This design comes from an exercise in tuning for small area and a short achievable clock period on the open sky130 flow, not from production work. No run shown here included a check of the RTL's function; only the layout flow was run. No run shown here takes its clock network from TritonCTS; it comes from the design's own scripts or RTL. The flow treats the clock pin as an ideal source. Dropping or thinning the clock tree relies on that and would not hold on a real chip. Power figures rest on the tool's default switching activity, not on a simulated workload.

<file path="design/flow/design.v">
`timescale 1ns / 100ps
`timescale 1ns / 100ps
`timescale 1ns / 100ps
`timescale 1ns / 100ps
`timescale 1ns / 100ps
`timescale 1ns / 100ps
`timescale 1ns / 100ps
`timescale 1ns / 100ps
`timescale 1ns / 100ps
`timescale 1ns / 100ps
`timescale 1ns / 100ps
`timescale 1ns / 100ps
module M216A_TopModule(
    input           clk_i,
    input           rst_i,
    input  [4 : 0]  width_i,
    input  [4 : 0]  height_i,
    output [7 : 0]  index_x_o,
    output [7 : 0]  index_y_o,
    output [3 : 0]  strike_o
);
    reg  [3:0] ph;             
    reg  [1:0] warm;           
    reg        live_q;         
    reg  [9:0] k_q;            
    reg  [3:0] wm1_q;          
    reg  [6:0] a_q, b_q, c_q;
    reg  [6:0] mn_q;
    reg  [6:0] sum_q;          
    reg        we_q;           
    reg        strike_q;
    reg  [3:0] id_q;
    reg  [6:0] x_q;
    reg  [6:0] y_q;
    reg        s_q;
    reg  [3:0] cnt_q;
    wire [6:0] occ [1:13];
    wire nrst   = ~rst_i;
    wire ph0    = ph[0];
    wire live_d = nrst & ph[3] & warm[1];
    wire [3:0] hi = height_i[3:0];
    wire [9:0] k_d;
    assign k_d[0] = (hi == 4'd4);
    assign k_d[1] = (hi == 4'd5);
    assign k_d[2] = (hi == 4'd6);
    assign k_d[3] = (hi == 4'd7);
    assign k_d[4] = (hi == 4'd8);
    assign k_d[5] = (hi == 4'd9);
    assign k_d[6] = (hi == 4'd10);
    assign k_d[7] = (hi == 4'd11);
    assign k_d[8] = (hi == 4'd12);
    assign k_d[9] = ~|k_d[8:0];
    wire k4  = k_q[0];
    wire k5  = k_q[1];
    wire k6  = k_q[2];
    wire k7  = k_q[3];
    wire k8  = k_q[4];
    wire k9  = k_q[5];
    wire k10 = k_q[6];
    wire k11 = k_q[7];
    wire k12 = k_q[8];
    wire k13 = k_q[9];
    wire [12:0] sel0 = {k13, 1'b0, 1'b0, k4, k12, k5, k11, k6, k10, k7, k9, 1'b0, k8};
    wire [12:0] sel1 = {1'b0, k13, 1'b0, 1'b0, k11, k4, k10, k5, k9, k6, 1'b0, k8, k7};
    wire [12:0] sel2 = {1'b0, 1'b0, k13, 1'b0, 1'b0, 1'b0, 1'b0, 1'b0, 1'b0, 1'b0, k8, k7, 1'b0};
    wire has1 = ~k12;
    wire has2 = k7 | k8 | k13;
    wire [3:0] id0 = ({4{k4}}  & 4'd10) | ({4{k5}}  & 4'd8) | ({4{k6}}  & 4'd6) |
                     ({4{k7}}  & 4'd4)  | ({4{k8}}  & 4'd1) | ({4{k9}}  & 4'd3) |
                     ({4{k10}} & 4'd5)  | ({4{k11}} & 4'd7) | ({4{k12}} & 4'd9) |
                     ({4{k13}} & 4'd13);
    wire [3:0] id1 = ({4{k4}}  & 4'd8)  | ({4{k5}}  & 4'd6) | ({4{k6}}  & 4'd4) |
                     ({4{k7}}  & 4'd1)  | ({4{k8}}  & 4'd2) | ({4{k9}}  & 4'd5) |
                     ({4{k10}} & 4'd7)  | ({4{k11}} & 4'd9) | ({4{k13}} & 4'd12);
    wire [3:0] id2 = ({4{k7}}  & 4'd2)  | ({4{k8}}  & 4'd3) | ({4{k13}} & 4'd11);
    function [6:0] ystart;
        input [3:0] id;
        begin
            ystart = ({7{id == 4'd2}}  & 7'd8)  | ({7{id == 4'd3}}  & 7'd16) |
                     ({7{id == 4'd4}}  & 7'd25) | ({7{id == 4'd5}}  & 7'd32) |
                     ({7{id == 4'd6}}  & 7'd42) | ({7{id == 4'd7}}  & 7'd48) |
                     ({7{id == 4'd8}}  & 7'd59) | ({7{id == 4'd9}}  & 7'd64) |
                     ({7{id == 4'd10}} & 7'd76) | ({7{id == 4'd11}} & 7'd80) |
                     ({7{id == 4'd12}} & 7'd96) | ({7{id == 4'd13}} & 7'd112);
        end
    endfunction
    reg  [6:0] rd0, rd1, rd2;
    integer i;
    always @(*) begin
        rd0 = 7'd0;
        rd1 = 7'd0;
        rd2 = 7'd0;
        for (i = 1; i <= 13; i = i + 1) begin
            rd0 = rd0 | (occ[i] & {7{sel0[i-1]}});
            rd1 = rd1 | (occ[i] & {7{sel1[i-1]}});
            rd2 = rd2 | (occ[i] & {7{sel2[i-1]}});
        end
    end
    function lt7;
        input [6:0] a;
        input [6:0] b;
        integer k;
        reg r;
        begin
            r = 1'b0;
            for (k = 0; k < 7; k = k + 1)
                r = (~a[k] & b[k]) | ((~a[k] | b[k]) & r);
            lt7 = r;
        end
    endfunction
    function [8:0] addm1;
        input [6:0] a;
        input [3:0] m;
        reg [6:0] b;
        reg [7:0] c0;              
        reg [7:0] c1;              
        reg t;
        integer i, j, k;
        begin
            b = {3'b000, m};
            c0 = 8'd0;
            c1 = 8'd1;
            for (i = 0; i < 7; i = i + 1) begin
                for (j = 0; j <= i; j = j + 1) begin
                    t = a[j] & b[j];
                    for (k = j + 1; k <= i; k = k + 1)
                        t = t & (a[k] | b[k]);
                    c0[i+1] = c0[i+1] | t;
                end
                t = 1'b1;
                for (k = 0; k <= i; k = k + 1)
                    t = t & (a[k] | b[k]);
                c1[i+1] = c0[i+1] | t;
            end
            addm1 = {c0[7], c1[7], (a ^ c1[6:0]) ^ b};
        end
    endfunction
    wire [8:0] sum = addm1(mn_q, wm1_q);      
    wire b_lt_a = lt7(b_q, a_q);
    wire c_lt_a = lt7(c_q, a_q);
    wire c_lt_b = lt7(c_q, b_q);
    wire pc = has2 & c_lt_a & c_lt_b;
    wire pb = has1 & b_lt_a & ~pc;
    wire strike_d = sum[8];
    wire strike = strike_q;
    wire       clr    = ~warm[1];             
    wire [6:0] nocc_r = sum_q & {7{warm[1]}};
    always @(posedge clk_i) begin
        a_q <= rd0;
        b_q <= rd1;
        c_q <= rd2;
        mn_q <= pc ? c_q : pb ? b_q : a_q;
        id_q <= pc ? id2 : pb ? id1 : id0;
        sum_q <= sum[6:0] | {7{sum[7]}};
        strike_q <= strike_d;
        we_q <= live_d & ~strike_d;
        live_q <= live_d;
        ph <= rst_i ? 4'b0001 : {ph[2:0], ph[3]};
        if (rst_i | (ph0 & ~warm[1]))
            warm <= (warm + 2'd1) & {2{nrst}};
    end
    always @(posedge clk_i) begin
        if (rst_i) begin
            k_q <= 10'd0;
            wm1_q <= 4'd0;
        end else if (ph0) begin
            k_q <= k_d;
            wm1_q <= width_i[3:0] - 4'd1;
        end
    end
    always @(posedge clk_i) begin
        if (rst_i) begin
            x_q <= 7'd0;
            y_q <= 7'd0;
            s_q <= 1'b0;
            cnt_q <= 4'd0;
        end else if (live_q) begin
            x_q <= strike ? 7'd0 : mn_q;
            y_q <= strike ? 7'd0 : ystart(id_q);
            s_q <= strike;
            if (strike) cnt_q <= cnt_q + 4'd1;
        end
    end
    genvar g;
    generate
        for (g = 1; g <= 13; g = g + 1) begin : strip
            reg [6:0] v;
            always @(posedge clk_i)
                if (clr | (we_q & (id_q == g)))
                    v <= nocc_r;
            assign occ[g] = v;
        end
    endgenerate
    assign index_x_o = {s_q, x_q};
    assign index_y_o = {s_q, y_q};
    assign strike_o  = cnt_q;
endmodule
</file>
<file path="design/flow/flow/run.sh">
#!/bin/bash
# Standard ORFS layout with these changes: sizing may change a cell's footprint,
# the port buffers are buf_2 cells, and the clock tree is the two-level tree
# that flow/cts_tree.tcl builds (see there).
set -euo pipefail
bash standard.sh synth > synth.log 2>&1
bash standard.sh MATCH_CELL_FOOTPRINT=0 \
  "BUFFER_PORTS_ARGS=-buffer_cell sky130_fd_sc_hd__buf_2" \
  "PRE_CTS_TCL=$PWD/flow/cts_tree.tcl" \
  finish > layout.log 2>&1
</file>
<file path="design/flow/flow/cts_tree.tcl">
# Hook run by ORFS's cts.tcl before clock_tree_synthesis (PRE_CTS_TCL).
# Builds a two-level clock tree instead: the registers are split into two
# halves by median x and each half into four groups by y quartiles; each
# group's clock pins are driven by a clkbuf_16 at the group's centre, and
# the four leaf buffers of a half by a clkbuf_16 at their centre, which the
# clock port drives.  clock_tree_synthesis is then replaced by a no-op; the
# rest of cts.tcl (legalisation, timing repair, writing the results) runs as
# usual.

set ::cts_tree_block [ord::get_db_block]
set ::cts_tree_master [[ord::get_db] findMaster sky130_fd_sc_hd__clkbuf_16]
set clk_net [[$::cts_tree_block findBTerm clk_i] getNet]

proc sink_xy { it } {
  set bb [[$it getInst] getBBox]
  return [list [expr {([$bb xMin] + [$bb xMax]) / 2}] [expr {([$bb yMin] + [$bb yMax]) / 2}]]
}

# split items (lists whose elements idx is a coordinate) into n parts of
# nearly equal size along that coordinate
proc split_by { items idx n } {
  set s [lsort -integer -index $idx $items]
  set len [llength $s]
  set parts {}
  for { set i 0 } { $i < $n } { incr i } {
    set a [expr {($i * $len) / $n}]
    set b [expr {(($i + 1) * $len) / $n - 1}]
    lappend parts [lrange $s $a $b]
  }
  return $parts
}

proc centre { items } {
  set sx 0
  set sy 0
  foreach s $items {
    incr sx [lindex $s 1]
    incr sy [lindex $s 2]
  }
  set n [llength $items]
  return [list [expr {$sx / $n}] [expr {$sy / $n}]]
}

proc add_buffer { name x y in_net out_name } {
  set inst [odb::dbInst_create $::cts_tree_block $::cts_tree_master $name]
  $inst setLocation $x $y
  $inst setPlacementStatus PLACED
  set net [odb::dbNet_create $::cts_tree_block $out_name]
  $net setSigType CLOCK
  [$inst findITerm A] connect $in_net
  [$inst findITerm X] connect $net
  return $net
}

set sinks {}
foreach it [$clk_net getITerms] {
  lappend sinks [concat [list $it] [sink_xy $it]]
}
puts "cts_tree: [llength $sinks] clock sinks"

set h 0
foreach half [split_by $sinks 1 2] {
  set leaves [split_by $half 2 4]
  set cs {}
  foreach grp $leaves {
    lappend cs [concat [list {}] [centre $grp]]
  }
  lassign [centre $cs] hx hy
  set hnet [add_buffer "clkbuf_tree_$h" $hx $hy $clk_net "clknet_tree_$h"]
  puts "cts_tree: clkbuf_tree_$h at ($hx, $hy)"
  set l 0
  foreach grp $leaves {
    lassign [centre $grp] cx cy
    set lnet [add_buffer "clkbuf_tree_${h}_$l" $cx $cy $hnet "clknet_tree_${h}_$l"]
    foreach s $grp {
      set it [lindex $s 0]
      $it disconnect
      $it connect $lnet
    }
    puts "cts_tree: clkbuf_tree_${h}_$l drives [llength $grp] sinks at ($cx, $cy)"
    incr l
  }
  incr h
}
$clk_net setSigType CLOCK
global_connect
set_propagated_clock [all_clocks]

rename clock_tree_synthesis cts_tree_unused_clock_tree_synthesis
proc clock_tree_synthesis { args } {
  puts "cts_tree: clock tree already built, clock_tree_synthesis skipped"
}
</file>
<file path="design/flow/standard.sh">
#!/bin/bash
# synth_recipe.tcl (not shown) runs the flow's synth.tcl, then flattens the netlist and writes it again
# the make line also repeats each setting of config.mk as NAME=value (left out here)
make -C /OpenROAD-flow-scripts/flow DESIGN_CONFIG=/design/flow/config.mk WORK_HOME=/design/flow/orfs CLKGATE_MAP_FILE= SYNTH_SCRIPT=/design/flow/synth_recipe.tcl "${@:-finish}"
</file>
<file path="design/flow/config.mk">
export PLATFORM = sky130hd
export DESIGN_NAME = M216A_TopModule
export DESIGN_NICKNAME = M216A_TopModule
export VERILOG_FILES = /design/flow/design.v
export SDC_FILE = /design/flow/constraint.sdc
export NUM_CORES = 4
export LEC_CHECK = 0
export ABC_AREA = 1
export CAP_MARGIN = 20
export CORE_MARGIN = 2
export CORE_UTILIZATION = 55
export CTS_BUF_LIST = sky130_fd_sc_hd__clkbuf_4 sky130_fd_sc_hd__clkbuf_8
export CTS_CLUSTER_SIZE = 30
export SETUP_SLACK_MARGIN = 1.7
export SLEW_MARGIN = 20
export TNS_END_PERCENT = 0
</file>
<file path="design/flow/constraint.sdc">
create_clock -name core_clock -period 3.3 [get_ports {clk_i}]
set_input_delay 0.6600 -clock core_clock [delete_from_list [all_inputs] [get_ports {clk_i}]]
set_output_delay 0.6600 -clock core_clock [all_outputs]
set_load 0.01 [all_outputs]
</file>
==> results of run 1 <==
[final timing paths]
path | from | end | cells past startpoint | slack [ns]
worst max-delay path | k_q[5]$_SDFFE_PP0P_ | a_q[0]$_DFF_P_ | 6 | 1.58
worst min-delay path | ph[2]$_SDFF_PP0_ | ph[3]$_SDFF_PP0_ | 2 | 0.41
worst max register to register | k_q[5]$_SDFFE_PP0P_ | a_q[0]$_DFF_P_ | 6 | 1.58
worst min register to register | ph[2]$_SDFF_PP0_ | ph[3]$_SDFF_PP0_ | 2 | 0.41
[cell type report]
cell class | instances | area, sq um
Timing Repair Buffer | 48 | 304.0
Buffer | 10 | 250.2
Sequential cell | 172 | 4380
Tap cell | 172 | 215.2
Multi-Input combinational cell | 480 | 2351
Inverter | 88 | 335.3
Fill cell | 1102 | 4835
[sequential cells by signal (all words and copies together) (netlist names)]
register / cells
a_q: 7
b_q: 7
c_q: 7
cnt_q: 4
id_q: 4
k_q: 10
live_q: 1
mn_q: 7
ph: 4
s_q: 1
strike_q: 1
strip.v: 91
sum_q: 7
warm: 2
we_q: 1
wm1_q: 4
x_q: 7
y_q: 7
[cells in the mapped netlist (2+ instances only)]
| cell | n |
|---|---|
| o31ai_1 | 7 |
| buf_4 | 2 |
| nor2_1 | 47 |
| inv_1 | 82 |
| or2_1 | 2 |
| a22o_1 | 13 |
| nand4_1 | 17 |
| o221ai_1 | 2 |
| o21ai_0 | 29 |
| edfxtp_1 | 93 |
| a21oi_2 | 3 |
| xor2_1 | 2 |
| dfxtp_1 | 79 |
| a221oi_1 | 14 |
| o22ai_1 | 5 |
| o21ai_1 | 2 |
| clkbuf_1 | 29 |
| a21oi_1 | 38 |
| inv_2 | 4 |
| nand3_1 | 36 |
| ha_1 | 4 |
| nor4_1 | 3 |
| a32oi_1 | 2 |
| nor3_1 | 7 |
| nand2_1 | 233 |
[routing by layer]
metal	global-route usage	wire, um	part of all wire
met1	0.3583	7997	0.47
met4	0.05497	430	0.025
met5	0	0	0
met2	0.3833	7595	0.45
met3	0.01448	972	0.057
[power breakdown]
group          total (W)  internal (W)  leakage, nW  switching, W
sequential       0.00315       0.00286         1.64      0.000291
combinational    0.00108      0.000330         1.53      0.000750
clock            0.00116      0.000545        0.123      0.000614
total            0.00539       0.00374         3.30       0.00166
[per-stage QoR]
step | instances | instance area [sq um] | setup slack, ns
2_1_floorplan | 773 | 7174 | 1.651
5_1_grt | 970 | 7836 | 1.484
4_1_cts | 963 | 7745 | 1.495
3_5_place_dp | 953 | 7483 | 1.362
3_3_place_gp | 953 | 7483 | 1.403
6_report | 970 | 7836 | 1.578
[worst max-delay path: cells and delay by family, from the launching register on]
kind            cells  cell delay (ns)
compound gates      2             0.41
simple gates        4             0.55
flops               1             0.63
[cell families after synthesis]
logic type	count (synthesis)	share of synthesized area
fa+ha+maj	4	0.006981
xor+xnor	3	0.003666
buf+inv	122	0.06789
compound gates	120	0.1066
flops	172	0.6101
simple gates	352	0.2047
[what timing repair did]
| item | in CTS | in global routing |
|---|---|---|
| hold buffers | 0 | 0 |
| setup endpoints to repair | 86 | 208 |
| setup buffers | 0 | 6 |
| resized for setup | 2 | 9 |
| hold endpoints to repair | 0 | 0 |
| gates cloned | 0 | 1 |
| pin swaps | 0 | 1 |
==> impl_metrics.toml, run 1 <==
[power_and_ir_drop]
p_per_area_mw_per_mm2 = 688.4
total_power_w = 0.005395
p_leak_nw = 3.297
max-vdd-ir-drop_mv = 0.3503

[setup_path]
cp.arrival_ns = 1.92
critical_path_class = "reg -> reg"
cp_slowest_cell = "dfxtp_1"
worstPathRequired_ns = 3.50
cp_max_fo = 19
max_stage_delay_ns = 0.63
startpoint_type = "register"
path_cells = "nand2_1, nand4_1, a221oi_1, nand3_1, a21oi_1, nand2_1"
worst_setup_path_end_kind = "register"
crit_path_frequent_cell = "nand2_1"

[logic_synthesis]
synth_area_leaders = "edfxtp_1 (39%), dfxtp_1 (22%), nand2_1 (12%)"
netlist_area_sq_mm = 0.007169
syn-num-nets = 789
synthCells = 773
synth-edff-count = 93
synth_top_area_frac = 0.3895
ys_types = 43
syn_area_per_cell_sq_um = 9.275
ys_seq_area_frac = 0.6101
synthFlopType = "edfxtp_1"
synth_top_cell_by_area = "edfxtp_1"
yosysWarnings = 1
synth-seq-cells = 172
async_flop_share = 0

[sta]
layout_min_cycle_time_ns = 1.722
period_share = 0.5218
rsz0062_at_grt = "true"
relSlewSlack = 0.3729
drv_slew = 0
worst_slew_pin_slew_ns = 0.9394
setup_viol = 0
final.setup.tns_ns = 0
hold_ws_ns = 0.4118
clock-skew-final_ns = 0.01414
clock.fmax_mhz = 580.7
hold_viol = 0

[placement]
gp_congestion = 0.8667
dp_hpwl_um = 11480
portBuffers = 29

[layout]
fin_nets = 816
antenna_cells = 0
final_common_cell = "nand2_1"
fin_util = 0.6184
final_cell_mix = "nand2_1 (232), edfxtp_1 (93), inv_1 (82), dfxtp_1 (74), nor2_1 (46)"
drive_above_1_share = 0.1028
area_delta_synth_final_pct = 9.302

[drt]
wl_um = 17000
vias = 5434
wire_per_inst_um = 17.52
drt_iter0_markers = 448
remaining_drc_errors = 0
firstDrtPassIters = 5
viasPerCell = 5.602
ant_nets = 0

[grt]
grt_max_degree = 34
antenna_found_initial = 0
grt_pass1_wl_um = 26670
track_usage = 0.2386
overflow = 0
grt_pass1_vias = 5187

[floorplan]
design.die.area_sq_mm = 0.01396
row_count = 41
die_w_um = 118.2
die_h_um = 118.2
design.core.area_sq_mm = 0.01267
io_pins = 32
start_util = 0.5658

[job]
drv_cap = 0

[clocking]
clkTransAtPathRegs_ns = 0.09
worstSkewPairLatency_ns = 0.31

[worst_hold_path]
hold_path_class = "reg -> reg"

[status]
status = "finished clean"
==> run 2, diff against run 1 <==
--- a/design/flow/design.v
+++ b/design/flow/design.v
@@ -101,8 +101,12 @@
         input [6:0] b;
-        integer k;
-        reg r;
+        integer j, k;
+        reg r, t;
         begin
             r = 1'b0;
-            for (k = 0; k < 7; k = k + 1)
-                r = (~a[k] & b[k]) | ((~a[k] | b[k]) & r);
+            for (k = 0; k < 7; k = k + 1) begin
+                t = ~a[k] & b[k];
+                for (j = k + 1; j < 7; j = j + 1)
+                    t = t & (~a[j] | b[j]);
+                r = r | t;
+            end
             lt7 = r;
==> impl_metrics.toml, run 2 <==
[logic_synthesis]
synth-edff-count = 93
synth_top_cell_by_area = "edfxtp_1"
yosysWarnings = 1
syn_area_per_cell_sq_um = 9.322
synthFlopType = "edfxtp_1"
netlist_area_sq_mm = 0.007178
yosysMostFrequentCell = "nand2_1"
ys_types = 36
syn-num-nets = 786
ys_seq_area_frac = 0.6094
async_flop_share = 0
synth_area_leaders = "edfxtp_1 (39%), dfxtp_1 (22%), nand2_1 (13%)"
synth_top_area_frac = 0.3891
synth-seq-cells = 172
synth_common_cells = "nand2_1 (240), edfxtp_1 (93), dfxtp_1 (79), inv_1 (77), nor2_1 (48)"
synthCells = 770

[sta]
period_share = 0.5237
drv_slew = 0
final.setup.tns_ns = 0
clock.fmax_mhz = 578.6
setup_viol = 0
hold_ws_ns = 0.4095
worst_slew_pin_slew_ns = 0.7264
relSlewSlack = 0.5151
worst_slack_ns = 1.572
clock-skew-final_ns = 0.01085
rsz0062_at_grt = "true"
hold_viol = 0
layout_min_cycle_time_ns = 1.728

[drt]
wl_met2_um = 7502
route.met3.wl_um = 1208
viasPerCell = 5.666
vias = 5468
wire_per_inst_um = 17.19
wl_um = 16590
firstDrtPassIters = 6
ant_nets = 0
wl_met1_um = 7570
remaining_drc_errors = 0
highest_layer = "met4"
drt_iter0_markers = 495

[setup_path]
cp_slowest_cell = "dfxtp_1"
startpoint_type = "register"
cp_num_buf_inv = 1
critical_path_class = "reg -> reg"
cp_max_fo = 16
worstPathRequired_ns = 3.30
path_cells = "clkinvlp_4, o21ai_0"
worst_setup_path_end_kind = "register"
crit_family = "flip-flops"
cp.arrival_ns = 1.72
max_stage_delay_ns = 0.70

[floorplan]
die_w_um = 118.2
row_count = 41
die_h_um = 118.2
start_util = 0.5665
design.core.area_sq_mm = 0.01267
design.die.area_sq_mm = 0.01398
io_pins = 32

[worst_hold_path]
hold_path_class = "reg -> reg"

[grt]
antenna_found_initial = 0
grt_max_degree = 32
grt_pass1_wl_um = 26540
overflow = 0
grt_pass1_vias = 5051
track_usage = 0.2340

[clocking]
worstSkewPairLatency_ns = 0.31
cts_hold_buffers = 0
clkTransAtPathRegs_ns = 0.09

[power_and_ir_drop]
total_power_w = 0.005013
p_leak_nw = 3.278
max-vdd-ir-drop_mv = 0.3171
p_per_area_mw_per_mm2 = 643.4

[placement]
gp_congestion = 0.8797
post-place-cells = 954
portBuffers = 29
pre_cts_slack_ns = 1.366
dp_hpwl_um = 11980

[layout]
antenna_cells = 0
top_regs = "strip.v (91), k_q (10)"
final_common_cell = "nand2_1"
area_delta_synth_final_pct = 8.541
final-seq-area_sq_mm = 0.004375
drive_above_1_share = 0.08827
final_cell_mix = "nand2_1 (240), edfxtp_1 (93), dfxtp_1 (78), inv_1 (77), nor2_1 (47)"
multi_input_area_sq_mm = 0.002382
fin_cells = 965
largest_register_ffs = 91
fin_nets = 811
fillers = 1090
largest-register = "strip.v"

[job]
drv_cap = 0

[status]
status = "finished clean"
[run 2: changes by cell type after synthesis, sizes merged, moves of 4 or more]
cell / before / now
clkbuf: 29 / 19
nand2: 235 / 245
inv: 87 / 79
a221oi: 14 / 21
buf: 5 / 12
o21ai: 32 / 25
a21oi: 41 / 36
nand3: 38 / 42
[run 2: kinds of logic (layout without fill, tap and decap cells)]
kind of cell / after synthesis / after routing / synth area share
flops: 172 / 172 / 0.6094
buf+inv: 111 / 134 / 0.06205
xor+xnor: 3 / 3 / 0.003661
compound gates: 114 / 114 / 0.1051
simple gates: 366 / 366 / 0.2128
fa+ha+maj: 4 / 4 / 0.006973
[run 2: layout make-up]
cell class,count,share of cell area
Inverter,80,0.03902
Timing Repair Buffer,44,0.03388
Sequential cell,172,0.5616
Multi-Input combinational cell,487,0.3058
Tap cell,172,0.02762
Buffer,10,0.03212
[run 2: power by group]
| group | switching, W | internal [W] | total, W |
|---|---|---|---|
| clock network | 0.000607 | 0.000545 | 0.00115 |
| logic | 0.000590 | 0.000254 | 0.000845 |
| registers | 0.000266 | 0.00275 | 0.00302 |
| total | 0.00146 | 0.00355 | 0.00501 |
[run 2: stage by stage]
stage,util,area (sq um)
3_3_place_gp,0.5922,7503
5_1_grt,0.6149,7791
6_report,0.6149,7791
2_1_floorplan,-,7183
4_1_cts,0.6122,7757
3_5_place_dp,0.5922,7503
[run 2: worst min-delay path: cells and delay by family (launching register included)]
kind	cells	cell delay (ns)
buf+inv	1	0.04
simple gates	1	0.03
flops	1	0.31
[run 2: timing repair]
item | CTS | global route
buffers inserted | 0 | 1
gates resized for setup | 2 | 3
gates cloned | 0 | 0
setup endpoints to repair | 66 | 219
[run 2: layer usage]
| metal | GRT usage | up-vias |
|---|---|---|
| met4 | 0.04443 | 0 |
| met1 | 0.3575 | 2576 |
| li1 | - | 2651 |
| met3 | 0.01979 | 26 |
| met5 | 0 | - |
| met2 | 0.3685 | 215 |
[run 2: final timing paths]
kind / startpoint / end / slack (ns) / cells after the start
worst max-delay path: ph[0]$_SDFF_PP1_ / warm[1]$_DFFE_PP_ / 1.57 / 2
worst min-delay path: ph[1]$_SDFF_PP0_ / ph[2]$_SDFF_PP0_ / 0.41 / 2
worst max register to register: ph[0]$_SDFF_PP1_ / warm[1]$_DFFE_PP_ / 1.57 / 2
worst min register to register: ph[1]$_SDFF_PP0_ / ph[2]$_SDFF_PP0_ / 0.41 / 2
==> run 3, diff against run 2 <==
--- a/design/flow/design.v
+++ b/design/flow/design.v
@@ -23,2 +23,3 @@
     reg  [1:0] warm;           
+    reg        clr;            
     reg        live_q;         
@@ -149,4 +150,3 @@
     wire strike = strike_q;
-    wire       clr    = ~warm[1];             
-    wire [6:0] nocc_r = sum_q & {7{warm[1]}};
+    wire [6:0] nocc_r = sum_q & {7{~clr}};
     always @(posedge clk_i) begin
@@ -162,4 +162,7 @@
         ph <= rst_i ? 4'b0001 : {ph[2:0], ph[3]};
-        if (rst_i | (ph0 & ~warm[1]))
-            warm <= (warm + 2'd1) & {2{nrst}};
+        if (rst_i)
+            warm <= 2'd0;
+        else if (ph0 & ~warm[1])
+            warm <= warm + 2'd1;
+        clr <= rst_i | ~warm[1];
     end
--- a/design/flow/config.mk
+++ b/design/flow/config.mk
@@ -10,3 +10,3 @@
 export CORE_MARGIN = 2
-export CORE_UTILIZATION = 55
+export CORE_UTILIZATION = 40
 export CTS_BUF_LIST = sky130_fd_sc_hd__clkbuf_4 sky130_fd_sc_hd__clkbuf_8
==> impl_metrics.toml, run 3 <==
[placement]
gp_congestion = 0.8583
portBuffers = 29
dp_hpwl_um = 11570
pre_cts_slack_ns = 1.419

[setup_path]
worst_setup_path_end_kind = "register"
max_stage_delay_ns = 0.54
cp_slowest_cell = "o31ai_4"
worstPathRequired_ns = 3.25
startpoint_type = "register"
critical_path_class = "reg -> reg"
cp_max_fo = 7
cp.arrival_ns = 1.59
path_cells = "nor2_1, inv_1, o31ai_4"

[logic_synthesis]
synthSimpleGateAreaFrac = 0.2247
synth_top_cell_by_area = "edfxtp_1"
ys_seq_area_frac = 0.6080
synth-edff-count = 91
synth-seq-cells = 173
yosysMostFrequentCell = "nand2_1"
synthCells = 784
synth-adder-area-share = 0.006957
ys_types = 38
syn-num-nets = 800
syn_area_per_cell_sq_um = 9.177
yosysWarnings = 1
async_flop_share = 0
synthFlopType = "edfxtp_1"
synth_top_family_by_area = "simple AND/OR/NAND/NOR gates"
netlist_area_sq_mm = 0.007194
synth_area_leaders = "edfxtp_1 (38%), dfxtp_1 (23%), nand2_1 (13%)"
synthMuxAreaShare = 0
synth_xor_xnor_area_share = 0.003652
synth_top_area_frac = 0.3798
synth_compound_area_frac = 0.08991
synth_common_cells = "nand2_1 (243), edfxtp_1 (91), dfxtp_1 (82), inv_1 (75), nor2_1 (61)"

[sta]
final.setup.tns_ns = 0
rsz0062_at_grt = "true"
period_share = 0.4975
hold_viol = 0
setup_viol = 0
clock-skew-final_ns = 0.01194
worst_slew_pin_slew_ns = 0.9741
layout_min_cycle_time_ns = 1.642
worst_slack_ns = 1.658
clock.fmax_mhz = 609.1
drv_slew = 0
relSlewSlack = 0.3482

[layout]
top_regs = "strip.v (91), k_q (10)"
area_delta_synth_final_pct = 8.974
drive_above_1_share = 0.09238
final_cell_mix = "nand2_1 (243), edfxtp_1 (91), dfxtp_1 (78), inv_1 (75), nor2_1 (60)"
largest-register = "strip.v"
antenna_cells = 0
final_common_cell = "nand2_1"
largest_register_ffs = 91
fin_nets = 819

[power_and_ir_drop]
p_per_area_mw_per_mm2 = 554.9
p_leak_nw = 3.317
max-vdd-ir-drop_mv = 0.2492

[worst_hold_path]
hold_path_class = "reg -> reg"

[drt]
ant_nets = 0
vias = 5286
wire_per_inst_um = 16.20
drt_iter0_markers = 311
wl_um = 16690
viasPerCell = 5.132
remaining_drc_errors = 0
firstDrtPassIters = 5

[floorplan]
row_count = 49
design.die.area_sq_mm = 0.01907
io_pins = 32
start_util = 0.4046
die_h_um = 138.1
die_w_um = 138.1
design.core.area_sq_mm = 0.01778

[grt]
antenna_found_initial = 0
grt_pass1_vias = 4850
grt_max_degree = 29
grt_pass1_wl_um = 26620
overflow = 0
track_usage = 0.1714

[clocking]
worstSkewPairLatency_ns = 0.31
cts_hold_buffers = 0
postCtsSetupBuffers = 0
cts_resized = 2
clkTransAtPathRegs_ns = 0.08

[status]
status = "finished clean"

[job]
drv_cap = 0
run 3: cell count changes in the layout (fill, tap and decap cells not counted), moves of 3 or more:
cell | previous run | this run
nand2_1 | 240 | 243
o31ai_1 | 6 | 3
nor2_1 | 47 | 60
nand3_1 | 41 | 45
dfxtp_2 | 1 | 4
a221oi_1 | 21 | 13
a22o_1 | 16 | 8
o21ai_0 | 24 | 21
run 3: path summary, 6_finish.rpt:
check	startpoint	to	slack (ns)	cells after the start
worst max-delay path	id_q[1]$_DFF_P_	strip[4].v[5]$_DFFE_PP_	1.66	3
worst min-delay path	ph[1]$_SDFF_PP0_	ph[2]$_SDFF_PP0_	0.41	2
worst max register to register	id_q[1]$_DFF_P_	strip[4].v[5]$_DFFE_PP_	1.66	3
worst min register to register	ph[1]$_SDFF_PP0_	ph[2]$_SDFF_PP0_	0.41	2
run 3: cell families (layout without fill, tap and decap cells):
kind of cell    after synthesis  after routing
compound gates              102            102
xor+xnor                      3              3
buf+inv                     114            131
simple gates                388            388
fa+ha+maj                     4              4
flops                       173            173
run 3: report_power, final:
group / total [W] / internal (W) / switching, W
logic: 0.000562 / 0.000177 / 0.000385
clock network: 0.00115 / 0.000545 / 0.000605
registers: 0.00264 / 0.00250 / 0.000141
run 3: critical path, delay by kind of cell (launching register included):
family | cells | cell delay (ns)
simple gates | 1 | 0.22
compound gates | 1 | 0.54
flops | 1 | 0.37
buf+inv | 1 | 0.14
run 3: final cells by class:
type                            instances  area, sq um
Multi-Input combinational cell        497         2377
Inverter                               77        289.0
Timing Repair Buffer                   44        257.7
Buffer                                 10        250.2
Tap cell                              229        286.5
Sequential cell                       173         4379
Fill cell                            1722         9940
run 3: per-stage QoR:
step                      area [sq um]  power [W]  hold slack (ns)  cells    util
after floorplan                   7199   0.003052           0.3883    784       -
after CTS                         7820   0.004374           0.4077   1030  0.4398
after detailed placement          7557   0.003231           0.3958   1020  0.4251
final                             7840   0.004351           0.4060   1030  0.4410
after global placement            7557   0.003232           0.3906   1020  0.4251
after global routing              7840   0.004571           0.4287   1030  0.4410
run 3: metal layers:
metal	routed length, um	vias up	global-route usage
met1	8123	2505	0.2653
met5	0	-	0
li1	-	2643	-
met3	760	18	0.007620
met4	282	0	0.02417
met2	7518	120	0.2754
==> run 4, diff against run 3 <==
--- a/design/flow/config.mk
+++ b/design/flow/config.mk
@@ -10,3 +10,3 @@
 export CORE_MARGIN = 2
-export CORE_UTILIZATION = 40
+export CORE_UTILIZATION = 55
 export CTS_BUF_LIST = sky130_fd_sc_hd__clkbuf_4 sky130_fd_sc_hd__clkbuf_8
==> impl_metrics.toml, run 4 <==
[floorplan]
row_count = 41
die_w_um = 118.4
die_h_um = 118.4
design.core.area_sq_mm = 0.01267
io_pins = 32
start_util = 0.5678
design.die.area_sq_mm = 0.01401

[grt]
grt_pass1_wl_um = 26680
grt_max_degree = 29
antenna_found_initial = 0
grt_pass1_vias = 5137
track_usage = 0.2369
overflow = 0

[power_and_ir_drop]
max-vdd-ir-drop_mv = 0.2822
p_leak_nw = 3.321
p_per_area_mw_per_mm2 = 561.5
total_power_w = 0.004373

[worst_hold_path]
min_to = "ph[3]$_SDFF_PP0_"
hold_path_depth = 2
hold_path_startpoint = "ph[2]$_SDFF_PP0_"
hold_path_class = "reg -> reg"

[setup_path]
critical_path_class = "reg -> reg"
worstPathRequired_ns = 3.25
r2r_start = "id_q[1]$_DFF_P_"
cp.arrival_ns = 1.59
r2r-end = "strip[4].v[3]$_DFFE_PP_"
worst_setup_path_end_kind = "register"
r2r_cells = 3
r2r_slack_ns = 1.65
startpoint_type = "register"
cp_max_fo = 7

[layout]
final_common_cell = "nand2_1"
final_cell_mix = "nand2_1 (242), edfxtp_1 (91), dfxtp_1 (79), inv_1 (75), nor2_1 (59)"
antenna_cells = 0
fin_nets = 820
area_delta_synth_final_pct = 8.243
largest_register_ffs = 91
top_regs = "strip.v (91), k_q (10)"
largest-register = "strip.v"
drive_above_1_share = 0.09227
postLayoutCellArea_sq_mm = 0.007787

[sta]
hold_viol = 0
clock-skew-final_ns = 0.01511
rsz0062_at_grt = "true"
layout_min_cycle_time_ns = 1.648
worst_slew_pin_slew_ns = 1.025
drv_slew = 0
clock.fmax_mhz = 606.6
period_share = 0.4995
relSlewSlack = 0.3143
final.setup.tns_ns = 0
setup_viol = 0

[drt]
wire_per_inst_um = 16.94
wl_um = 16500
drt_iter0_markers = 359
ant_nets = 0
remaining_drc_errors = 0
firstDrtPassIters = 5
vias = 5372
viasPerCell = 5.515

[logic_synthesis]
synthFlopType = "edfxtp_1"
synth_xor_xnor_area_share = 0.003652
synth-seq-cells = 173
synth_top_cell_by_area = "edfxtp_1"
synthMuxAreaShare = 0
synth-edff-count = 91
synthSimpleGateAreaFrac = 0.2247
netlist_area_sq_mm = 0.007194
yosysWarnings = 1
syn_area_per_cell_sq_um = 9.177
synth_top_family_by_area = "simple AND/OR/NAND/NOR gates"
ys_seq_area_frac = 0.6080
yosysMostFrequentCell = "nand2_1"
ys_types = 38
synth-adder-area-share = 0.006957
synthCells = 784
async_flop_share = 0
syn-num-nets = 800
synth_common_cells = "nand2_1 (243), edfxtp_1 (91), dfxtp_1 (82), inv_1 (75), nor2_1 (61)"
synth_area_leaders = "edfxtp_1 (38%), dfxtp_1 (23%), nand2_1 (13%)"
synth_compound_area_frac = 0.08991
synth_top_area_frac = 0.3798

[placement]
dpl-instance-area_sq_mm = 0.007473
dp_hpwl_um = 11820
gp_congestion = 0.9184
portBuffers = 29

[status]
status = "finished clean"

[clocking]
cts_hold_buffers = 0
clkTransAtPathRegs_ns = 0.09
worstSkewPairLatency_ns = 0.31

[job]
drv_cap = 0
[run 4: cell types whose count changed in the layout (fill, tap and decap cells not counted), sizes merged]
cell	delta
buf	+1
[run 4: worst max-delay path by stage]
stage	from	endpoint	slack, ns	depth (start not counted)
2_1_floorplan	id_q[1]$_DFF_P_	strip[12].v[0]$_DFFE_PP_	1.65	3
3_3_place_gp	id_q[1]$_DFF_P_	strip[4].v[3]$_DFFE_PP_	1.42	3
3_5_place_dp	id_q[1]$_DFF_P_	strip[4].v[3]$_DFFE_PP_	1.41	3
4_1_cts	k_q[6]$_SDFFE_PP0P_	a_q[1]$_DFF_P_	1.56	6
5_1_grt	k_q[2]$_SDFFE_PP0P_	b_q[1]$_DFF_P_	1.56	4
6_report	id_q[1]$_DFF_P_	strip[4].v[3]$_DFFE_PP_	1.65	3
[run 4: metrics by stage]
stage	hold WS, ns	instances	setup slack (ns)	utilization
final	0.4138	974	1.652	0.6146
after global routing	0.4437	974	1.563	0.6146
after CTS	0.4173	972	1.564	0.6105
after detailed placement	0.4043	962	1.405	0.5898
after global placement	0.3971	962	1.418	0.5898
after floorplan	0.3883	784	1.651	-
[run 4: routing by layer]
layer	up-vias	global-route usage	wire length, um
met1	2562	0.3325	7456
met3	22	0.01014	722
met4	0	0.04836	361
met2	136	0.4137	7955
met5	-	0	0
li1	2652	-	-
[run 4: cell type report]
type,count,area (sq um)
plain buffers,10,250.2
fillers,1099,4883
inverters,77,291.5
multi-input cells,497,2387
flip-flops and latches,173,4378
well taps,172,215.2
repair buffers,45,265.3
[run 4: timing repair]
item                                    4_1_cts  5_1_grt
pin swaps                                     0        1
setup buffers                                 0        2
endpoints found under the setup margin       69      100
resized for setup                             3        9
[run 4: logic make-up (layout without fill, tap and decap cells)]
| kind of cell | after synthesis | after routing |
|---|---|---|
| DFF | 173 | 173 |
| buffers and inverters | 114 | 132 |
| AOI/OAI and AO/OA | 102 | 102 |
| xor gates and xnor gates | 3 | 3 |
| adders and majority gates | 4 | 4 |
| and+or+nand+nor | 388 | 388 |
[run 4: worst max-delay path: stages, from the launching register on]
cell and delay [ns]:
dfxtp_1 0.36, nor2_1 0.23, inv_1 0.16, o31ai_4 0.53
[run 4: where the power goes]
group | internal (W) | switching [W]
logic | 0.000194 | 0.000394
registers | 0.00250 | 0.000149
clock network | 0.000544 | 0.000595
total | 0.00324 | 0.00114
==> run 5, diff against run 4 <==
--- a/design/flow/config.mk
+++ b/design/flow/config.mk
@@ -13,3 +13,3 @@
 export CTS_CLUSTER_SIZE = 30
-export SETUP_SLACK_MARGIN = 1.7
+export SETUP_SLACK_MARGIN = 1.8
 export SLEW_MARGIN = 20
==> impl_metrics.toml, run 5 <==
[logic_synthesis]
synthCells = 784
synth_top_cell_by_area = "edfxtp_1"
synth_common_cells = "nand2_1 (243), edfxtp_1 (91), dfxtp_1 (82), inv_1 (75), nor2_1 (61)"
synth_top_area_frac = 0.3798
syn_area_per_cell_sq_um = 9.177
synth-edff-count = 91
synth_area_leaders = "edfxtp_1 (38%), dfxtp_1 (23%), nand2_1 (13%)"
ys_types = 38
synth-seq-cells = 173
async_flop_share = 0
synthFlopType = "edfxtp_1"
netlist_area_sq_mm = 0.007194
ys_seq_area_frac = 0.6080
syn-num-nets = 800
yosysWarnings = 1
yosysMostFrequentCell = "nand2_1"

[sta]
drv_slew = 0
clock.fmax_mhz = 606.6
relSlewSlack = 0.3143
setup_viol = 0
final.setup.tns_ns = 0
worst_slack_ns = 1.652
rsz0062_at_grt = "true"
period_share = 0.4995
clock-skew-final_ns = 0.01511
worst_slew_pin_slew_ns = 1.025
layout_min_cycle_time_ns = 1.648
hold_viol = 0

[layout]
fillers = 1099
antenna_cells = 0
top_regs = "strip.v (91), k_q (10)"
fin_util = 0.6146
multi_input_area_sq_mm = 0.002387
fin_nets = 820
drive_above_1_share = 0.09227
area_delta_synth_final_pct = 8.243
final_cell_mix = "nand2_1 (242), edfxtp_1 (91), dfxtp_1 (79), inv_1 (75), nor2_1 (59)"
largest_register_ffs = 91
largest-register = "strip.v"
final-seq-area_sq_mm = 0.004378
final_common_cell = "nand2_1"

[grt]
grt_max_degree = 29
overflow = 0
antenna_found_initial = 0
track_usage = 0.2369
grt_pass1_vias = 5137
grt_pass1_wl_um = 26680

[placement]
pre_cts_slack_ns = 1.405
dp_hpwl_um = 11820
portBuffers = 29
gp_congestion = 0.9184

[clocking]
clkTransAtPathRegs_ns = 0.09
cts_hold_buffers = 0
worstSkewPairLatency_ns = 0.31

[drt]
firstDrtPassIters = 5
vias = 5372
ant_nets = 0
remaining_drc_errors = 0
viasPerCell = 5.515
wl_um = 16500
wire_per_inst_um = 16.94
drt_iter0_markers = 359

[power_and_ir_drop]
p_leak_nw = 3.321
p_per_area_mw_per_mm2 = 561.5
total_power_w = 0.004373
max-vdd-ir-drop_mv = 0.2822

[floorplan]
die_w_um = 118.4
design.core.area_sq_mm = 0.01267
start_util = 0.5678
io_pins = 32
die_h_um = 118.4
design.die.area_sq_mm = 0.01401
row_count = 41

[job]
drv_cap = 0

[setup_path]
critical_path_class = "reg -> reg"
worstPathRequired_ns = 3.25
startpoint_type = "register"
cp_max_fo = 7
worst_setup_path_end_kind = "register"
cp.arrival_ns = 1.59

[worst_hold_path]
hold_path_class = "reg -> reg"

[status]
status = "finished clean"
run 5: kinds of logic after synthesis:
| logic type | Yosys count | share of synthesized area |
|---|---|---|
| XOR/XNOR | 3 | 0.003653 |
| buffers and inverters | 114 | 0.06678 |
| AND/OR/NAND/NOR | 388 | 0.2247 |
| adder cells (fa/ha/maj) | 4 | 0.006957 |
| flip-flops | 173 | 0.6080 |
| AO/OA/AOI/OAI | 102 | 0.08992 |
run 5: layer usage:
layer,global-route usage,routed length (um),vias to the layer above
met5,0,0,-
met4,0.04836,361,0
met3,0.01014,722,22
met2,0.4137,7955,136
met1,0.3325,7456,2562
li1,-,-,2652
run 5: path summary, 6_finish.rpt:
kind                                   to  slack [ns]  cells after the start             start
setup / recovery  strip[4].v[3]$_DFFE_PP_        1.65                      3   id_q[1]$_DFF_P_
hold reg to reg          ph[3]$_SDFF_PP0_        0.41                      2  ph[2]$_SDFF_PP0_
hold / removal           ph[3]$_SDFF_PP0_        0.41                      2  ph[2]$_SDFF_PP0_
setup reg to reg  strip[4].v[3]$_DFFE_PP_        1.65                      3   id_q[1]$_DFF_P_
run 5: power by group:
| part | switching (W) | internal [W] | total (W) | leakage, nW |
|---|---|---|---|---|
| registers | 0.000149 | 0.00250 | 0.00265 | 1.76 |
| clock network | 0.000595 | 0.000544 | 0.00114 | 0.123 |
| logic | 0.000394 | 0.000194 | 0.000587 | 1.44 |
| total | 0.00114 | 0.00324 | 0.00437 | 3.32 |
run 5: what timing repair did:
item / CTS / global route
endpoints found under the hold margin: 0 / 0
setup buffers: 0 / 2
gates resized for setup: 3 / 9
pin swaps: 0 / 1
endpoints found under the setup margin: 107 / 224
run 5: per-stage QoR:
stage                     cell area (sq um)  std cells  hold slack, ns
final                                  7787        974          0.4138
after global routing                   7787        974          0.4437
after CTS                              7736        972          0.4173
after detailed placement               7473        962          0.4043
after global placement                 7473        962          0.3971
after floorplan                        7199        784          0.3883
run 5: cell type report:
cell class              instances  area share
multi-input cells             497      0.3066
repair buffers                 45     0.03406
inverters                      77     0.03744
well taps                     172     0.02763
plain buffers                  10     0.03213
flip-flops and latches        173      0.5622
run 5: critical path: stages, from the launching register on:
cell	delay (ns)
dfxtp_1	0.36
nor2_1	0.23
inv_1	0.16
o31ai_4	0.53
==> run 6, diff against run 5 <==
--- a/design/flow/design.v
+++ b/design/flow/design.v
@@ -32,3 +32,3 @@
     reg        strike_q;
-    reg  [3:0] id_q;
+    reg  [7:0] id_q;           
     reg  [6:0] x_q;
@@ -76,13 +76,23 @@
     wire [3:0] id2 = ({4{k7}}  & 4'd2)  | ({4{k8}}  & 4'd3) | ({4{k13}} & 4'd11);
-    function [6:0] ystart;
+    function [7:0] rowcol;
         input [3:0] id;
+        reg [3:0] n;
         begin
-            ystart = ({7{id == 4'd2}}  & 7'd8)  | ({7{id == 4'd3}}  & 7'd16) |
-                     ({7{id == 4'd4}}  & 7'd25) | ({7{id == 4'd5}}  & 7'd32) |
-                     ({7{id == 4'd6}}  & 7'd42) | ({7{id == 4'd7}}  & 7'd48) |
-                     ({7{id == 4'd8}}  & 7'd59) | ({7{id == 4'd9}}  & 7'd64) |
-                     ({7{id == 4'd10}} & 7'd76) | ({7{id == 4'd11}} & 7'd80) |
-                     ({7{id == 4'd12}} & 7'd96) | ({7{id == 4'd13}} & 7'd112);
+            n = id - 4'd1;
+            rowcol = {4'b0001 << n[3:2], 4'b0001 << n[1:0]};
         end
     endfunction
+    wire [12:0] won;
+    genvar g;
+    generate
+        for (g = 1; g <= 13; g = g + 1) begin : dec
+            assign won[g-1] = id_q[4 + (g-1)/4] & id_q[(g-1)%4];
+        end
+    endgenerate
+    wire [6:0] ywin = ({7{won[1]}}  & 7'd8)  | ({7{won[2]}}  & 7'd16) |
+                      ({7{won[3]}}  & 7'd25) | ({7{won[4]}}  & 7'd32) |
+                      ({7{won[5]}}  & 7'd42) | ({7{won[6]}}  & 7'd48) |
+                      ({7{won[7]}}  & 7'd59) | ({7{won[8]}}  & 7'd64) |
+                      ({7{won[9]}}  & 7'd76) | ({7{won[10]}} & 7'd80) |
+                      ({7{won[11]}} & 7'd96) | ({7{won[12]}} & 7'd112);
     reg  [6:0] rd0, rd1, rd2;
@@ -156,3 +166,3 @@
         mn_q <= pc ? c_q : pb ? b_q : a_q;
-        id_q <= pc ? id2 : pb ? id1 : id0;
+        id_q <= rowcol(pc ? id2 : pb ? id1 : id0);
         sum_q <= sum[6:0] | {7{sum[7]}};
@@ -185,3 +195,3 @@
             x_q <= strike ? 7'd0 : mn_q;
-            y_q <= strike ? 7'd0 : ystart(id_q);
+            y_q <= strike ? 7'd0 : ywin;
             s_q <= strike;
@@ -190,3 +200,2 @@
     end
-    genvar g;
     generate
@@ -195,3 +204,3 @@
             always @(posedge clk_i)
-                if (clr | (we_q & (id_q == g)))
+                if (clr | (we_q & won[g-1]))
                     v <= nocc_r;
--- a/design/flow/config.mk
+++ b/design/flow/config.mk
@@ -10,6 +10,6 @@
 export CORE_MARGIN = 2
-export CORE_UTILIZATION = 55
+export CORE_UTILIZATION = 40
 export CTS_BUF_LIST = sky130_fd_sc_hd__clkbuf_4 sky130_fd_sc_hd__clkbuf_8
 export CTS_CLUSTER_SIZE = 30
-export SETUP_SLACK_MARGIN = 1.8
+export SETUP_SLACK_MARGIN = 1.7
 export SLEW_MARGIN = 20
==> impl_metrics.toml, run 6 <==
[status]
status = "finished clean"

[clocking]
cts_hold_buffers = 0
clkTransAtPathRegs_ns = 0.09
worstSkewPairLatency_ns = 0.32

[floorplan]
row_count = 49
design.die.area_sq_mm = 0.01937
io_pins = 32
die_h_um = 139.2
start_util = 0.4069
design.core.area_sq_mm = 0.01796
die_w_um = 139.2

[grt]
grt_pass1_wl_um = 27170
track_usage = 0.1748
overflow = 0
grt_max_degree = 31
antenna_found_initial = 0
grt_pass1_vias = 4958

[setup_path]
cp_max_fo = 6
worstPathRequired_ns = 3.52
critical_path_class = "reg -> reg"
r2r_start = "c_q[3]$_DFF_P_"
path_cells = "inv_1, nand2_1, o21ai_0, a21oi_1, nand3_1, nand2_1, nand2_2, nand3_4, clkinv_4, nand2_2, nand2_4, inv_6, ha_4, xor2_1, nor2_1"
cp_num_buf_inv = 3
crit_family = "simple AND/OR/NAND/NOR gates"
cp.arrival_ns = 2.03
r2r_cells = 15
startpoint_type = "register"
cp_slowest_cell = "dfxtp_4"
max_stage_delay_ns = 0.38
r2r_slack_ns = 1.48
worst_setup_path_end_kind = "register"
r2r-end = "id_q[7]$_SDFF_PN0_"

[power_and_ir_drop]
p_per_area_mw_per_mm2 = 571.2
power.internal_w = 0.003399
max-vdd-ir-drop_mv = 0.2732
switchingPower_w = 0.001257
power_frac_seq = 0.593
p_leak_nw = 3.422
power_frac_clock = 0.254
power_frac_comb = 0.153
sw_frac_of_total = 0.2700

[layout]
area_delta_synth_final_pct = 11.52
antenna_cells = 0
drive_above_1_share = 0.1589
fin_nets = 818
final_common_cell = "nand2_1"
final_cell_mix = "nand2_1 (197), edfxtp_1 (91), dfxtp_1 (72), nor2_1 (60), inv_1 (59)"
largest_register_ffs = 91
top_regs = "strip.v (91), k_q (10), id_q (8)"
largest-register = "strip.v"

[drt]
drt_iter0_markers = 385
wl_um = 17200
wire_per_inst_um = 16.73
vias = 5272
remaining_drc_errors = 0
viasPerCell = 5.128
ant_nets = 0
firstDrtPassIters = 5

[logic_synthesis]
synth_area_leaders = "edfxtp_1 (37%), dfxtp_1 (24%), nand2_1 (11%)"
synth-seq-cells = 177
netlist_area_sq_mm = 0.007310
synthCells = 772
synth_top_area_frac = 0.3738
async_flop_share = 0
syn_area_per_cell_sq_um = 9.468
synth_top_cell_by_area = "edfxtp_1"
ys_types = 43
ys_seq_area_frac = 0.6094
syn-num-nets = 789
yosysMostFrequentCell = "nand2_1"
synth_common_cells = "nand2_1 (205), edfxtp_1 (91), dfxtp_1 (86), inv_1 (63), nor2_1 (63)"
synth-edff-count = 91
yosysWarnings = 1
synthFlopType = "edfxtp_1"

[sta]
period_share = 0.5502
relSlewSlack = 0.3310
setup_viol = 0
rsz0062_at_grt = "true"
clock-skew-final_ns = 0.01870
hold_viol = 0
worst_slew_pin_slew_ns = 0.9998
final.setup.tns_ns = 0
layout_min_cycle_time_ns = 1.816
drv_slew = 0
clock.fmax_mhz = 550.8
hold_ws_ns = 0.4076

[placement]
gp_congestion = 0.9034
portBuffers = 29
dp_hpwl_um = 11750

[worst_hold_path]
hold_path_depth = 2
min_to = "ph[2]$_SDFF_PP0_"
hold_path_startpoint = "ph[1]$_SDFF_PP0_"
hold_path_class = "reg -> reg"

[job]
drv_cap = 0
run 6: power groups by stage:
| stage | combinational, W | sequential [W] | clock [W] |
|---|---|---|---|
| 2_1_floorplan | 0.000513 | 0.00275 | 0 |
| 3_3_place_gp | 0.000648 | 0.00280 | 0 |
| 3_5_place_dp | 0.000653 | 0.00281 | 0 |
| 4_1_cts | 0.000701 | 0.00276 | 0.00120 |
| 5_1_grt | 0.000816 | 0.00280 | 0.00129 |
| 6_report | 0.000714 | 0.00276 | 0.00118 |
run 6: repair_timing:
item	4_1_cts	5_1_grt
gates cloned	0	0
setup buffers	6	2
pin swaps	5	8
setup endpoints to repair	60	137
gates resized for setup	31	9
run 6: worst max path at each step:
stage,from,endpoint,slack [ns],depth (start not counted)
3_5_place_dp,k_q[3]$_SDFFE_PP0P_,id_q[7]$_SDFF_PN0_,1.25,10
3_3_place_gp,k_q[3]$_SDFFE_PP0P_,id_q[5]$_SDFF_PP0_,1.23,10
6_report,c_q[3]$_DFF_P_,id_q[7]$_SDFF_PN0_,1.48,15
4_1_cts,a_q[4]$_DFF_P_,id_q[7]$_SDFF_PN0_,1.51,15
2_1_floorplan,a_q[4]$_DFF_P_,id_q[5]$_SDFF_PP0_,1.63,15
5_1_grt,a_q[2]$_DFF_P_,id_q[4]$_SDFF_PP0_,1.35,16
run 6: worst register-to-register path: cells and delay by family (launching register included):
family,cells,cell delay [ns]
and+or+nand+nor,8,0.61
DFF,1,0.38
buffers and inverters,3,0.20
AOI/OAI and AO/OA,2,0.20
xor gates and xnor gates,1,0.18
adders and majority gates,1,0.15
run 6: final cells by class:
| class | instances | area (sq um) |
|---|---|---|
| repair buffers | 49 | 299.0 |
| plain buffers | 10 | 250.2 |
| fillers | 1717 | 9812 |
| well taps | 229 | 286.5 |
| multi-input cells | 491 | 2559 |
| flip-flops and latches | 177 | 4477 |
| inverters | 72 | 280.3 |
run 6: logic make-up after synthesis:
kind of cell | share of synthesized area
xor+xnor | 0.005992
flops | 0.6094
fa+ha+maj | 0.008559
compound gates | 0.1032
simple gates | 0.2177
buf+inv | 0.05512
run 6: per-layer routing:
layer  track usage  up-vias  routed length [um]
li1              -     2662                   -
met2        0.2976      123                7985
met4       0.02977        0                 338
met3       0.01209       18                 714
met5             0        -                   0
met1        0.2507     2469                8163
run 6: through the flow:
step / setup WS, ns / std cells / power (W) / utilization / area (sq um)
detailed placement: 1.254 / 1010 / 0.003460 / 0.4309 / 7740
floorplan: 1.628 / 772 / 0.003259 / - / 7348
global route: 1.352 / 1028 / 0.004901 / 0.4538 / 8152
finish: 1.484 / 1028 / 0.004656 / 0.4538 / 8152
CTS: 1.511 / 1026 / 0.004664 / 0.4518 / 8115
global placement: 1.230 / 1010 / 0.003453 / 0.4309 / 7740
==> run 7, diff against run 6 <==
--- a/design/flow/config.mk
+++ b/design/flow/config.mk
@@ -10,3 +10,3 @@
 export CORE_MARGIN = 2
-export CORE_UTILIZATION = 40
+export CORE_UTILIZATION = 55
 export CTS_BUF_LIST = sky130_fd_sc_hd__clkbuf_4 sky130_fd_sc_hd__clkbuf_8
==> impl_metrics.toml, run 7 <==
[logic_synthesis]
syn-num-nets = 789
synthFlopType = "edfxtp_1"
syn_area_per_cell_sq_um = 9.468
synth-seq-cells = 177
netlist_area_sq_mm = 0.007310
yosysWarnings = 1
ys_types = 43
yosysMostFrequentCell = "nand2_1"
synthCells = 772
synth_common_cells = "nand2_1 (205), edfxtp_1 (91), dfxtp_1 (86), inv_1 (63), nor2_1 (63)"
synth-edff-count = 91
synth_top_area_frac = 0.3738
async_flop_share = 0
ys_seq_area_frac = 0.6094
synth_area_leaders = "edfxtp_1 (37%), dfxtp_1 (24%), nand2_1 (11%)"
synth_top_cell_by_area = "edfxtp_1"

[power_and_ir_drop]
p_leak_nw = 3.415
switchingPower_w = 0.001260
max-vdd-ir-drop_mv = 0.3369
power_frac_clock = 0.252
p_per_area_mw_per_mm2 = 576.3
sw_frac_of_total = 0.2705
power.internal_w = 0.003398
power_frac_seq = 0.595
power_frac_comb = 0.153

[setup_path]
startpoint_type = "register"
cp.arrival_ns = 2.10
worst_setup_path_end_kind = "register"
critical_path_class = "reg -> reg"
worstPathRequired_ns = 3.52
r2r_start = "c_q[3]$_DFF_P_"
r2r-end = "id_q[5]$_SDFF_PP0_"
r2r_cells = 15
r2r_slack_ns = 1.42
cp_max_fo = 6

[drt]
drt_iter0_markers = 420
viasPerCell = 5.639
wire_per_inst_um = 17.29
vias = 5475
firstDrtPassIters = 5
ant_nets = 0
wl_um = 16780
remaining_drc_errors = 0

[sta]
rsz0062_at_grt = "true"
layout_min_cycle_time_ns = 1.885
period_share = 0.5712
clock-skew-final_ns = 0.01017
clock.fmax_mhz = 530.5
relSlewSlack = 0.3814
setup_viol = 0
drv_slew = 0
hold_viol = 0
worst_slew_pin_slew_ns = 0.9245
final.setup.tns_ns = 0

[floorplan]
io_pins = 32
design.core.area_sq_mm = 0.01309
die_w_um = 119.3
start_util = 0.5586
die_h_um = 119.3
row_count = 42
design.die.area_sq_mm = 0.01423

[layout]
fillers = 1097
final_common_cell = "nand2_1"
antenna_cells = 0
area_delta_synth_final_pct = 10.56
fin_util = 0.6176
top_regs = "strip.v (91), k_q (10), id_q (8)"
final_cell_mix = "nand2_1 (199), edfxtp_1 (91), dfxtp_1 (67), nor2_1 (60), inv_1 (59)"
largest_register_ffs = 91
drive_above_1_share = 0.1597
largest-register = "strip.v"
fin_nets = 814

[status]
status = "finished clean"

[placement]
gp_congestion = 0.8809
portBuffers = 29
dp_hpwl_um = 11490

[clocking]
clkTransAtPathRegs_ns = 0.09
cts_hold_buffers = 0
worstSkewPairLatency_ns = 0.32

[job]
drv_cap = 0

[worst_hold_path]
hold_path_class = "reg -> reg"
hold_path_startpoint = "ph[2]$_SDFF_PP0_"
hold_path_depth = 2
min_to = "ph[3]$_SDFF_PP0_"

[grt]
track_usage = 0.2330
grt_pass1_wl_um = 26250
antenna_found_initial = 0
grt_pass1_vias = 5064
grt_max_degree = 31
overflow = 0
-- run 7: cell types whose count changed in the layout (fill, tap and decap cells not counted), moves of 2 or more --
cell	change
nand2_2	-3
o21ai_1	-2
dfxtp_2	+3
nand2_1	+2
o21ai_0	+3
dfxtp_4	+2
dfxtp_1	-5
buf_4	-5
-- run 7: routing by layer --
metal	vias to the layer above	track usage	part of all wire	wire length, um
met4	0	0.07366	0.030	505
li1	2669	-	-	-
met2	160	0.3926	0.49	8160
met5	-	0	0	0
met1	2612	0.3286	0.43	7299
met3	34	0.009579	0.049	819
-- run 7: kinds of logic (layout without fill, tap and decap cells) --
group / Yosys count / after routing / share of synthesized area
flops: 177 / 177 / 0.6094
simple gates: 364 / 364 / 0.2177
buf+inv: 104 / 127 / 0.05512
xor+xnor: 5 / 5 / 0.005992
fa+ha+maj: 5 / 5 / 0.008559
compound gates: 117 / 117 / 0.1032
-- run 7: worst max path at each step --
stage	cells past startpoint	to	slack [ns]	start
6_report	15	id_q[5]$_SDFF_PP0_	1.42	c_q[3]$_DFF_P_
5_1_grt	11	id_q[5]$_SDFF_PP0_	1.35	k_q[9]$_SDFFE_PP0P_
3_3_place_gp	10	id_q[7]$_SDFF_PN0_	1.22	k_q[6]$_SDFFE_PP0P_
3_5_place_dp	10	id_q[5]$_SDFF_PP0_	1.19	k_q[6]$_SDFFE_PP0P_
4_1_cts	2	strip[2].v[1]$_DFFE_PP_	1.41	we_q$_DFF_P_
2_1_floorplan	15	id_q[5]$_SDFF_PP0_	1.63	a_q[4]$_DFF_P_
-- run 7: worst max-delay path: stages (launching register included) --
cell,delay (ns)
dfxtp_2,0.35
buf_4,0.13
nand2_2,0.06
nand2_1,0.04
nand3b_1,0.15
nand3_1,0.11
nand2_1,0.07
nand2_2,0.07
nand3_4,0.13
clkinv_4,0.10
nand2_4,0.05
nand2_4,0.09
inv_6,0.05
ha_4,0.17
xor2_2,0.16
nor2_1,0.07
-- run 7: stage by stage --
step | setup WS [ns] | hold WS [ns] | cell area (sq um) | instances | power [W]
3_5_place_dp | 1.194 | 0.3954 | 7644 | 953 | 0.003460
4_1_cts | 1.406 | 0.4079 | 7941 | 964 | 0.004622
5_1_grt | 1.346 | 0.4229 | 8082 | 971 | 0.004885
2_1_floorplan | 1.628 | 0.3883 | 7348 | 772 | 0.003259
3_3_place_gp | 1.216 | 0.3960 | 7644 | 953 | 0.003432
6_report | 1.415 | 0.4064 | 8082 | 971 | 0.004658
-- run 7: final cells by class --
class	count	area, sq um	area share
inverters	72	282.8	0.03499
plain buffers	10	250.2	0.03096
flip-flops and latches	177	4488	0.5553
multi-input cells	491	2567	0.3177
repair buffers	45	272.8	0.03375
well taps	176	220.2	0.02725
-- run 7: power by group through the flow --
stage	combinational [W]	sequential [W]	clock, W
6_report	0.000714	0.00277	0.00117
5_1_grt	0.000807	0.00280	0.00128
4_1_cts	0.000662	0.00277	0.00119
3_5_place_dp	0.000645	0.00281	0
3_3_place_gp	0.000628	0.00280	0
2_1_floorplan	0.000513	0.00275	0
-- run 7: repair_timing --
action | CTS | global route
endpoints found under the hold margin | 0 | 0
pin swaps | 0 | 17
setup endpoints to repair | 56 | 101
resized for setup | 13 | 36
buffers inserted | 1 | 7

==> re-timing with driven ports <==
In the flow no input, the clock included, has a driving cell. The finished layouts below were timed again as built, in two steps. Step 1: set_driving_cell puts a clkbuf_16 on clk_i and a buf_2 on each other input, an assumption about the parent block. Step 2 also shifts input and output timing later by t, the mid clock arrival at the registers, as if the neighbouring blocks saw the same clock. a / b / c = ideal ports / drivers / drivers and shift; a / b = the first two.
| run | shift t [ns] | setup slack, ns | worst register clock-pin slew, ns | worst slew at a driven data input, ns | cell pins on the clock port's net |
|---|---|---|---|---|---|
| run 1 | 0.358 | 1.578 / 1.578 / 1.446 | 0.09 / 0.09 | 0.03 | 2 |
| run 2 | 0.359 | 1.572 / 1.572 / 1.430 | 0.09 / 0.09 | 0.03 | 2 |
| run 3 | 0.362 | 1.658 / 1.658 / 1.420 | 0.09 / 0.09 | 0.03 | 2 |
| run 4 | 0.356 | 1.652 / 1.652 / 1.483 | 0.09 / 0.09 | 0.03 | 2 |
| run 5 | 0.356 | 1.652 / 1.652 / 1.483 | 0.09 / 0.09 | 0.03 | 2 |
| run 6 | 0.367 | 1.484 / 1.484 / 1.484 | 0.09 / 0.09 | 0.03 | 2 |
| run 7 | 0.363 | 1.415 / 1.415 / 1.415 | 0.09 / 0.09 | 0.03 | 2 |
After both steps every run listed still meets setup and hold. For run 3, which loses most, drivers alone change the setup slack by 0.000 ns; drivers and shift together by -0.238 ns.
